This design comes from an exercise in tuning for small area and a short achievable clock period on the open sky130 flow, not from production work. No functional check of the RTL was part of any run shown here.

==> flow/design.v, too long to show whole: its modules and the start of the top module <==
// module Multiplier: 2993 lines
// module Adder: 7 lines
// module FA: 6 lines
// module HA: 6 lines
// module PP: 5 lines
// module FSM: 24 lines
// module Dot_product: 66 lines
module Dot_product(in, clk, reset, en, out, sel, done, ready);
  // ...
==> flow/run.sh <==
#!/bin/bash
# synth_recipe.tcl (not shown) runs the flow's synth.tcl, then flattens the netlist and writes it again
# the make line also repeats each setting of config.mk as NAME=value (left out here)
make -C /OpenROAD-flow-scripts/flow DESIGN_CONFIG=/design/flow/config.mk WORK_HOME=/design/flow/orfs CLKGATE_MAP_FILE= SYNTH_SCRIPT=/design/flow/synth_recipe.tcl finish
==> flow/config.mk <==
export PLATFORM = sky130hd
export DESIGN_NAME = Dot_product
export DESIGN_NICKNAME = Dot_product
export VERILOG_FILES = /design/flow/design.v
export SDC_FILE = /design/flow/constraint.sdc
export NUM_CORES = 4
export LEC_CHECK = 0
export CAP_MARGIN = 20
export CORE_MARGIN = 2
export CORE_UTILIZATION = 40
export SLEW_MARGIN = 20
export SYNTH_HIERARCHICAL = 1
export SYNTH_MINIMUM_KEEP_SIZE = 0
==> flow/constraint.sdc <==
create_clock -name core_clock -period 27.0 [get_ports {clk}]
set_input_delay 5.4000 -clock core_clock [delete_from_list [all_inputs] [get_ports {clk}]]
set_output_delay 5.4000 -clock core_clock [all_outputs]
set_load 0.01 [all_outputs]
==> metrics.md, run 1 <==
| Metric | Value |
|---|---|
| Status | timing/DRC/antenna clean |
| Final Hold Fails | 0 |
| Max-cap viol count | 0 |
| Fraction of synthesized cell area in xor and xnor cells | 0.747% |
| Synth top area share | 44.6% |
| Slowest cell on crit path | fa_1 |
| Fin nets | 3324 |
| HPWL after DPL | 68.8 mm |
| Cell area after synthesis | 0.0318 mm^2 |
| Area post-placement | 0.0343 mm^2 |
| Critical path launch point | in[2] |
| Worst Min Path Start | rs[0]$_DFFE_PP0P_ |
| Max-slew violations | 0 |
| Via density | 5.91 |
| Layout cells sized above 1 | 7.03% |
| Resized cells post-CTS | 0 |
| Critical Path AT | 9.87 ns |
| Area taken by multi-input logic gates | 0.0208 mm^2 |
| Met2 WL post-DR | 46.2 mm |
| R2R setup slack | 18.60 ns |
| Met2 Usage GRT | 39.6% |
| DRT iter0 DRCs | 2720 |
| Top delay family on crit path | adder cells |
| DR WL met3 | 9.59 mm |
| Post-Route Setup TNS | 0 ns |
| Max reg flops | 288 |
| N_diodes | 2 |
| Hold Path Class | flop to flop |
| Die width | 286 um |
==> run 2: changes to the inputs <==
--- a/flow/config.mk
+++ b/flow/config.mk
@@ -9,3 +9,3 @@
 export CORE_MARGIN = 2
-export CORE_UTILIZATION = 40
+export CORE_UTILIZATION = 65
 export SLEW_MARGIN = 20
==> run 2 against run 1 <==
Compared with the run above:
- die area is 38% lower
- count of clock-buffer cells in the layout is 3 lower
- via count is 2.6% higher
- maximum frequency is 0.16% lower
- area after synthesis stayed put
- still clean
- wire length is 3.3% lower
- sequential share of layout area is 0.41 points higher
- utilization is 27 points higher
- design area is 1.4% lower
- first-iteration DRC count is 21% higher
==> metrics.md, run 2 <==
| Metric | Value |
|---|---|
| Status | timing/DRC/antenna clean (unchanged) |
| Synth cell types | 66 (unchanged) |
| Synth top area share | 44.6% (unchanged) |
| #FFs+latches synth | 359 (unchanged) |
| Worst setup margin | 17.42 ns (was 17.44 ns) |
| Synth Instances | 2368 (unchanged) |
| Max reg flops | 288 (unchanged) |
| Synth warnings | 14 (unchanged) |
| Worst Setup Path Type | input pin to flop (unchanged) |
| Layout cells sized above 1 | 7.07% (was 7.03%) |
| Least-Margin Pin Slew | 1.08 ns (was 1.03 ns) |
| Die ar. | 0.0508 mm^2 (was 0.0819 mm^2) |
| Top cells by count, synth | 826 x nor2_1, 709 x fa_1, 348 x edfxtp_1 (unchanged) |
| Crit Reg-Reg Startpoint | rs[2]$_DFFE_PP1P_ (was cs[0]$_DFFE_PP0P_) |
| Hold-critical path endpoint | cs[2]$_DFFE_PP1P_ (was rs[0]$_DFFE_PP0P_) |
| Post-synth EDFFs | 348 (unchanged) |
| Hold Path Class | flop to flop (unchanged) |
| Startpoint types | input pin (unchanged) |
| Die width | 225 um (was 286 um) |
| Routed vias | 21794 (was 21243) |
| Cell area after synthesis | 0.0318 mm^2 (unchanged) |
| Fin nets | 3323 (was 3324) |
| Sequential share of the synthesized area | 33.7% (unchanged) |
| Hold path cells | 1 (unchanged) |
| R2R depth | 16 (was 18) |
| Core area | 0.0486 mm^2 (was 0.0789 mm^2) |
| Die Ht | 225 um (was 286 um) |
| Yosys top cell by area | fa_1 (unchanged) |
| Clk Latency, worst-skew pair | 0.59 ns (about the same) |
| Clock Skew | 0.0295 ns (was 0.0265 ns) |
| Root Buffer | clkbuf_16 (unchanged) |
| GP Congestion | 0.939 (was 0.924) |
| CP max FO | 16 (unchanged) |
| Count leader, synth | nor2_1 (unchanged) |
| Final wirelength | 95.5 mm (was 98.8 mm) |
| Most used DFF post-synth | edfxtp_1 (unchanged) |
| Area delta synth->final | 10.1% (was 11.6%) |
| DRT antenna net count | 0 (unchanged) |
| N_diodes | 0 (was 2) |
| Maximum root-to-sink buffer count | 3 (unchanged) |
| Port Buffers | 72 (unchanged) |
| R2R setup slack | 18.44 ns (was 18.60 ns) |
| Fraction of synthesized cell area in xor and xnor cells | 0.747% (unchanged) |
| Synth Area in Simple Gates | 11.1% (unchanged) |
| TritonCTS clock tree | done (unchanged) |
| Via density | 6.88 (was 5.91) |
| Min cycle time layout | 9.58 ns (was 9.56 ns) |
| TritonRoute pass-1 iters | 7 (was 9) |
| Syn Nets | 3176 (unchanged) |
| Most flops, register | w (unchanged) |
| Max-slew violations | 0 (unchanged) |
| Reg-to-Reg End | rcar[17]$_DFFE_PP_ (was rcar[22]$_DFFE_PP_) |
| Place WS | 16.88 ns (about the same) |
| Largest net degree at the start of global routing | 74 (was 67) |
| H-tree depth | 2 (unchanged) |
| Post-Route Setup TNS | 0 ns (unchanged) |
| Overall routing resource usage | 40.0% (was 24.5%) |
| Biggest regs | w x288, rsum x32, rcar x27 (unchanged) |
| Clock sinks | 359 (unchanged) |
| HPWL after DPL | 65.5 mm (was 68.8 mm) |
| Worst setup EP type | flop (unchanged) |
| Most common cell after layout, fill and taps aside | nor2_1 (unchanged) |
| Cell Rows | 81 (was 103) |
| Synthesized area per cell | 13.4 um^2 (unchanged) |
| DR DRC count | 0 (unchanged) |
| Max-cap viol count | 0 (unchanged) |
| RSZ-0062 raised after global routing | no (unchanged) |
| Multiplexer share of the synthesized area | 0.385% (unchanged) |
| CTS clk-pin slew, worst paths | 0.06 ns (about the same) |
| Post-CTS Setup Inserts | 0 (unchanged) |
| Final Hold Fails | 0 (unchanged) |
| Most frequent cells in the layout | 820 x nor2_1, 709 x fa_1, 348 x edfxtp_1 (unchanged) |
| First-pass GRT wire length | 146 mm (was 149 mm) |
| Highest clock rate | 104 MHz (was 105 MHz) |
| Relative slew slack | 27.8% (was 31.5%) |
| Worst Min Path Start | cs[2]$_DFFE_PP1P_ (was rs[0]$_DFFE_PP0P_) |
| FFs w/ async S/R, synth | 3.06% (unchanged) |
| Wirelength per Cell | 30.2 um (was 27.5 um) |
| Period utilization | 35.5% (was 35.4%) |
| Synth top area cells | fa_1 45%, edfxtp_1 33%, nor2_1 9.7% (unchanged) |
| Number of global-route vias before repair | 24104 (was 23568) |
| DRT iter0 DRCs | 3297 (was 2720) |
| Final setup viols | 0 (unchanged) |
| Resized cells post-CTS | 0 (unchanged) |
| # IOs | 73 (unchanged) |
| Compound-Gate Fraction of Synth Area | 5.85% (unchanged) |
| Worst EP required | 27.33 ns (was 27.30 ns) |
| # hold bufs at CTS | 0 (unchanged) |
| Initial Util | 65.5% (was 40.4%) |
| Grt ovf | 0 (unchanged) |
| Num CTS Buffers | 38 (unchanged) |
| Initial antenna violation count | 0 (was 3) |
| Critical Path AT | 9.91 ns (was 9.87 ns) |
| Largest family of logic cells by synthesized area | adder cells (unchanged) |
| Post-Synth Adder-Cell Area | 47.1% (unchanged) |
-- run 2: cell type report --
| type | count | area (um^2) |
|---|---|---|
| multi-input combinational | 1941 | 20800 |
| fill | 3316 | 13600 |
| sequential | 359 | 10700 |
| timing repair buffer | 158 | 1360 |
| clock buffer | 43 | 970 |
| tap | 622 | 778 |
| clock inverter | 27 | 327 |
| inverter | 17 | 63.8 |
-- run 2: worst max-delay path, stage by stage --
cell,delay [ns]
clkdlybuf4s50_1,0.56
nor2_1,0.15
a21o_1,0.69
nor2_1,0.17
fa_1,0.55
fa_1,0.55
fa_1,0.44
fa_1,0.42
fa_1,0.54
fa_1,0.43
-- run 2: metal layers --
layer  track usage [%]  up-vias  share of wire [%]
li1                  -     8422                  -
met1              53.4    11288                 36
met2              60.9     1654                 45
met3              13.7      430                 14
met4              16.7        0                5.2
met5                 0        -                  0
-- run 2: cell families (layout without fill, tap and decap cells) --
family,Yosys count,in the layout
DFF,359,359
adders and majority gates,773,773
buffers and inverters,68,245
and+or+nand+nor,907,907
AOI/OAI and AO/OA,225,225
muxes,11,11
xor gates and xnor gates,25,25
-- run 2: Yosys stat by module, one instance, submodules excluded, excerpt --
module | copies in the design | cell area (um^2) | cells inside | flops+latches
FSM | 1 | 337 | 45 | 0
PP | 768 | 3.75 | 1 | 0
FA | 707 | 20.0 | 1 | 0
HA | 35 | 12.5 | 1 | 0
Dot_product | 1 | 12500 | 591 | 359
-- run 2: worst max path at each step --
stage,start,to
2_1_floorplan,in[22],rcar[17]$_DFFE_PP_
3_3_place_gp,in[22],rcar[17]$_DFFE_PP_
3_5_place_dp,in[22],rcar[17]$_DFFE_PP_
4_1_cts,in[30],rcar[17]$_DFFE_PP_
5_1_grt,in[30],rcar[16]$_DFFE_PP_
6_report,in[12],rcar[17]$_DFFE_PP_
-- run 2: metrics by stage --
| stage | std cells | hold slack, ns | area, um^2 | utilization, % |
|---|---|---|---|---|
| 2_1_floorplan | 2368 | 0.633 | 31800 | - |
| 3_3_place_gp | 3097 | 0.606 | 33700 | 69.4 |
| 3_5_place_dp | 3097 | 0.611 | 33700 | 69.4 |
| 4_1_cts | 3167 | 0.620 | 35000 | 72.0 |
| 5_1_grt | 3167 | 0.630 | 35000 | 72.0 |
| 6_report | 3167 | 0.617 | 35000 | 72.0 |
==> run 3: changes to the inputs <==
==> flow/flow/run.sh (new file) <==
#!/bin/bash
# Standard ORFS layout, with timing repair aimed below the achieved period
# (repair margin) and fast port buffers.  Each make run logs to its own file
# here; ORFS keeps every tool's log under orfs/logs/.
set -euo pipefail
bash standard.sh finish \
  SETUP_SLACK_MARGIN=18.5 \
  "BUFFER_PORTS_ARGS=-buffer_cell sky130_fd_sc_hd__buf_4" \
  > make_finish.log 2>&1
==> flow/standard.sh (new file) <==
#!/bin/bash
# synth_recipe.tcl (not shown) runs the flow's synth.tcl, then flattens the netlist and writes it again
# the make line also repeats each setting of config.mk as NAME=value (left out here)
make -C /OpenROAD-flow-scripts/flow DESIGN_CONFIG=/design/flow/config.mk WORK_HOME=/design/flow/orfs CLKGATE_MAP_FILE= SYNTH_SCRIPT=/design/flow/synth_recipe.tcl "${@:-finish}"
removed: flow/run.sh
==> run 3 against run 2 <==
Compared with the run above:
- still clean on timing, DRC and antenna
- sequential share of layout area is 1.5 points lower
- die area stayed put
- critical path depth is 1 higher
- wire length is 5.0% higher
- worst setup slack better by 1.0 ns
- area after synthesis stayed put
- register-to-register slack better by 0.15 ns
- worst hold slack better by 0.16 ns
- flip-flop and latch count stayed put
- critical path type unchanged
==> metrics.md, run 3 <==
| Metric | Value |
|---|---|
| Critical path launch point | in[19] (was in[12]) |
| Num CTS Buffers | 37 (was 38) |
| Number of fill cells in the layout | 3053 (was 3316) |
| Synth warnings | 14 (unchanged) |
| Synth Instances | 2368 (unchanged) |
| # IOs | 73 (unchanged) |
| Post-Route Setup TNS | 0 ns (unchanged) |
| Reg-to-Reg End | rcar[21]$_DFFE_PP_ (was rcar[17]$_DFFE_PP_) |
| RSZ-0062 raised after global routing | yes (was no) |
| Worst Setup Path Type | input pin to flop (unchanged) |
| Final wirelength | 100 mm (was 95.5 mm) |
| Max-cap viol count | 0 (unchanged) |
| N_diodes | 0 (unchanged) |
| Yosys top cell by area | fa_1 (unchanged) |
| Biggest regs | w x288, rsum x32, rcar x27 (unchanged) |
| Synth top area share | 44.6% (unchanged) |
| Top cells by count, synth | 826 x nor2_1, 709 x fa_1, 348 x edfxtp_1 (unchanged) |
| Routed vias | 22686 (was 21794) |
| Number of global-route vias before repair | 24433 (was 24104) |
| Die ar. | 0.0508 mm^2 (unchanged) |
| Layout cells sized above 1 | 20.1% (was 7.07%) |
| Final Hold Fails | 0 (unchanged) |
| Cell Rows | 81 (unchanged) |
| Overall routing resource usage | 40.8% (was 40.0%) |
| Crit Reg-Reg Startpoint | rs[0]$_DFFE_PP0P_ (was rs[2]$_DFFE_PP1P_) |
| FFs w/ async S/R, synth | 3.06% (unchanged) |
| DRT antenna net count | 0 (unchanged) |
| Clock sinks | 359 (unchanged) |
| Most frequent cells in the layout | 748 x nor2_1, 669 x fa_1, 348 x edfxtp_1 (was 820 x nor2_1, 709 x fa_1, 348 x edfxtp_1) |
| R2R setup slack | 18.59 ns (was 18.44 ns) |
| Grt ovf | 0 (unchanged) |
| Worst setup endpoint | rcar[14]$_DFFE_PP_ (was rcar[17]$_DFFE_PP_) |
| Period utilization | 31.7% (was 35.5%) |
| Cell Chain, Critical Path | buf_12 > nor2_4 > a21o_4 > buf_6 > nor2_4 > fa_1 > fa_2 > fa_1 > fa_2 > fa_1 > fa_2 (was clkdlybuf4s50_1 > nor2_1 > a21o_1 > nor2_1 > fa_1 > fa_1 > fa_1 > fa_1 > fa_1 > fa_1) |
| GP Congestion | 0.929 (was 0.939) |
| Synth Area in Simple Gates | 11.1% (unchanged) |
| DR DRC count | 0 (unchanged) |
| Via density | 6.88 (about the same) |
| Fin nets | 3455 (was 3323) |
| Wirelength per Cell | 30.4 um (was 30.2 um) |
| Initial antenna violation count | 0 (unchanged) |
| Synth cell types | 66 (unchanged) |
| Critical Path Max Stage Delay | 0.56 ns (was 0.69 ns) |
| Most common cell after layout, fill and taps aside | nor2_1 (unchanged) |
| Post-route design area | 0.0369 mm^2 (was 0.0350 mm^2) |
| Worst setup EP type | flop (unchanged) |
| Compound-Gate Fraction of Synth Area | 5.85% (unchanged) |
| Core area | 0.0486 mm^2 (unchanged) |
| Die width | 225 um (unchanged) |
| Sequential share of the synthesized area | 33.7% (unchanged) |
| Port Buffers | 72 (unchanged) |
| Relative slew slack | 8.52% (was 27.8%) |
| Count leader, synth | nor2_1 (unchanged) |
| CTS clk-pin slew, worst paths | 0.06 ns (about the same) |
| Maximum root-to-sink buffer count | 3 (unchanged) |
| TritonRoute pass-1 iters | 7 (unchanged) |
| Fraction of synthesized cell area in xor and xnor cells | 0.747% (unchanged) |
| Area delta synth->final | 15.8% (was 10.1%) |
| Critical Path AT | 8.85 ns (was 9.91 ns) |
| Syn Nets | 3176 (unchanged) |
| Hold Path Class | flop to flop (unchanged) |
| Most flops, register | w (unchanged) |
| Slowest cell on crit path | fa_2 (was a21o_1) |
| TritonCTS clock tree | done (unchanged) |
| Worst EP required | 27.30 ns (was 27.33 ns) |
| Post-synth EDFFs | 348 (unchanged) |
| Status | timing/DRC/antenna clean (unchanged) |
| Largest family of logic cells by synthesized area | adder cells (unchanged) |
| Final setup viols | 0 (unchanged) |
| #FFs+latches synth | 359 (unchanged) |
| Clock Skew | 0.0311 ns (was 0.0295 ns) |
| CP max FO | 7 (was 16) |
| Cell area after synthesis | 0.0318 mm^2 (unchanged) |
| DRT iter0 DRCs | 3140 (was 3297) |
| # hold bufs at CTS | 0 (unchanged) |
| Startpoint types | input pin (unchanged) |
| Die Ht | 225 um (unchanged) |
| Area taken by multi-input logic gates | 0.0217 mm^2 (was 0.0208 mm^2) |
| Clk Latency, worst-skew pair | 0.59 ns (about the same) |
| Synthesized area per cell | 13.4 um^2 (unchanged) |
| First-pass GRT wire length | 148 mm (was 146 mm) |
| Least-Margin Pin Slew | 1.37 ns (was 1.08 ns) |
| Hold path cells | 1 (unchanged) |
| Multiplexer share of the synthesized area | 0.385% (unchanged) |
| Area post-placement | 0.0338 mm^2 (was 0.0337 mm^2) |
| Largest net degree at the start of global routing | 77 (was 74) |
| Highest clock rate | 117 MHz (was 104 MHz) |
| Synth top area cells | fa_1 45%, edfxtp_1 33%, nor2_1 9.7% (unchanged) |
| H-tree depth | 2 (unchanged) |
| Root Buffer | clkbuf_16 (unchanged) |
| HPWL after DPL | 64.7 mm (was 65.5 mm) |
| Reg area | 0.0107 mm^2 (about the same) |
| Post-Synth Adder-Cell Area | 47.1% (unchanged) |
| Most used DFF post-synth | edfxtp_1 (unchanged) |
| Min cycle time layout | 8.55 ns (was 9.58 ns) |
| Initial Util | 65.5% (unchanged) |
| R2R depth | 18 (was 16) |
| Max reg flops | 288 (unchanged) |
| Max-slew violations | 0 (unchanged) |
## run 3: cell counts after synthesis
Identical to the previous run, type by type.
## run 3: how the worst min path moves through the flow
stage	from	endpoint	slack [ns]
3_3_place_gp	cnt[0]$_DFFE_PP0P_	cnt[0]$_DFFE_PP0P_	0.73
2_1_floorplan	cnt[3]$_DFFE_PP0P_	cnt[3]$_DFFE_PP0P_	0.63
4_1_cts	cnt[0]$_DFFE_PP0P_	cnt[0]$_DFFE_PP0P_	0.77
5_1_grt	cnt[0]$_DFFE_PP0P_	cnt[0]$_DFFE_PP0P_	0.81
6_report	cnt[0]$_DFFE_PP0P_	cnt[0]$_DFFE_PP0P_	0.77
3_5_place_dp	cnt[0]$_DFFE_PP0P_	cnt[0]$_DFFE_PP0P_	0.75
## run 3: critical path: cells and delay by family
family                     cells  cell delay (ns)
buffers and inverters          2             0.23
AOI/OAI and AO/OA              1             0.27
adders and majority gates      6             2.82
and+or+nand+nor                2             0.12
## run 3: final cells by class
| cell class | count | area share, % |
|---|---|---|
| Multi-Input combinational cell | 1947 | 58.8 |
| Sequential cell | 359 | 29.1 |
| Timing Repair Buffer | 285 | 6.53 |
| Clock buffer | 41 | 2.55 |
| Tap cell | 622 | 2.11 |
| Clock inverter | 24 | 0.713 |
| Inverter | 17 | 0.173 |
## run 3: per-module statistics from Yosys, one instance, submodules excluded, excerpt
module       cells  times used
HA               1          35
Dot_product    591           1
FA               1         707
FSM             45           1
PP               1         768
## run 3: logic make-up (layout without fill, tap and decap cells)
kind of cell / count (synthesis) / in the layout
muxes: 11 / 11
buffers and inverters: 68 / 367
xor gates and xnor gates: 25 / 25
AOI/OAI and AO/OA: 225 / 231
and+or+nand+nor: 907 / 907
DFF: 359 / 359
adders and majority gates: 773 / 773
## run 3: repair_timing
action / CTS / global route
gates resized for setup: 56 / 115
cloned: 3 / 3
setup endpoints to repair: 37 / 29
pin swaps: 25 / 62
buffers inserted: 60 / 72
## run 3: routing by layer
metal  wire length, um  share of wire [%]  global-route usage, %  vias to the layer above
met5                 0                  0                      0                        -
met4              6260                6.2                   20.4                        0
met3             13700                 14                   12.6                      485
met2             45300                 45                   62.2                     1845
met1             35000                 35                   54.0                    11652
li1                  -                  -                      -                     8704
## run 3: through the flow
| step | hold slack [ns] | utilization [%] | setup WS [ns] | cells |
|---|---|---|---|---|
| finish | 0.775 | 75.8 | 18.45 | 3295 |
| global placement | 0.731 | 69.6 | 17.67 | 3090 |
| floorplan | 0.633 | - | 18.22 | 2368 |
| CTS | 0.768 | 73.5 | 18.40 | 3218 |
| detailed placement | 0.755 | 69.6 | 17.54 | 3090 |
| global route | 0.806 | 75.8 | 18.37 | 3295 |

-- what the ideal ports hide --
The flow's constraints put no driver on any port. The routed layouts listed below were extracted and timed again, unchanged, in two steps. Step 1 sets driving cells, clkbuf_16 on the clock port and buf_2 on the other inputs (assumed; they add their load-dependent delay and slew). Step 2 times the ports against the registers' clock, not the clock port: input delays grow and output delays shrink by t, the midpoint of the rising clock arrivals with the driver on. a / b / c = ideal ports / drivers / drivers and shift; a / b = the first two.
run	shift t [ns]	slack for setup (ns)	worst hold slack (ns)	latest minus earliest clock arrival (ns)
run 1	0.637	17.436 / 17.460 / 16.823	0.506 / 0.506 / 0.506	0.026 / 0.027
run 2	0.644	17.421 / 17.456 / 16.812	0.617 / 0.617 / 0.617	0.030 / 0.030
run 3	0.631	18.447 / 18.386 / 17.799	0.775 / 0.775 / 0.775	0.031 / 0.032
After both steps setup and hold are still met in every run listed. For run 3, which loses most, drivers alone change the setup slack by -0.061 ns; drivers and shift together by -0.648 ns.
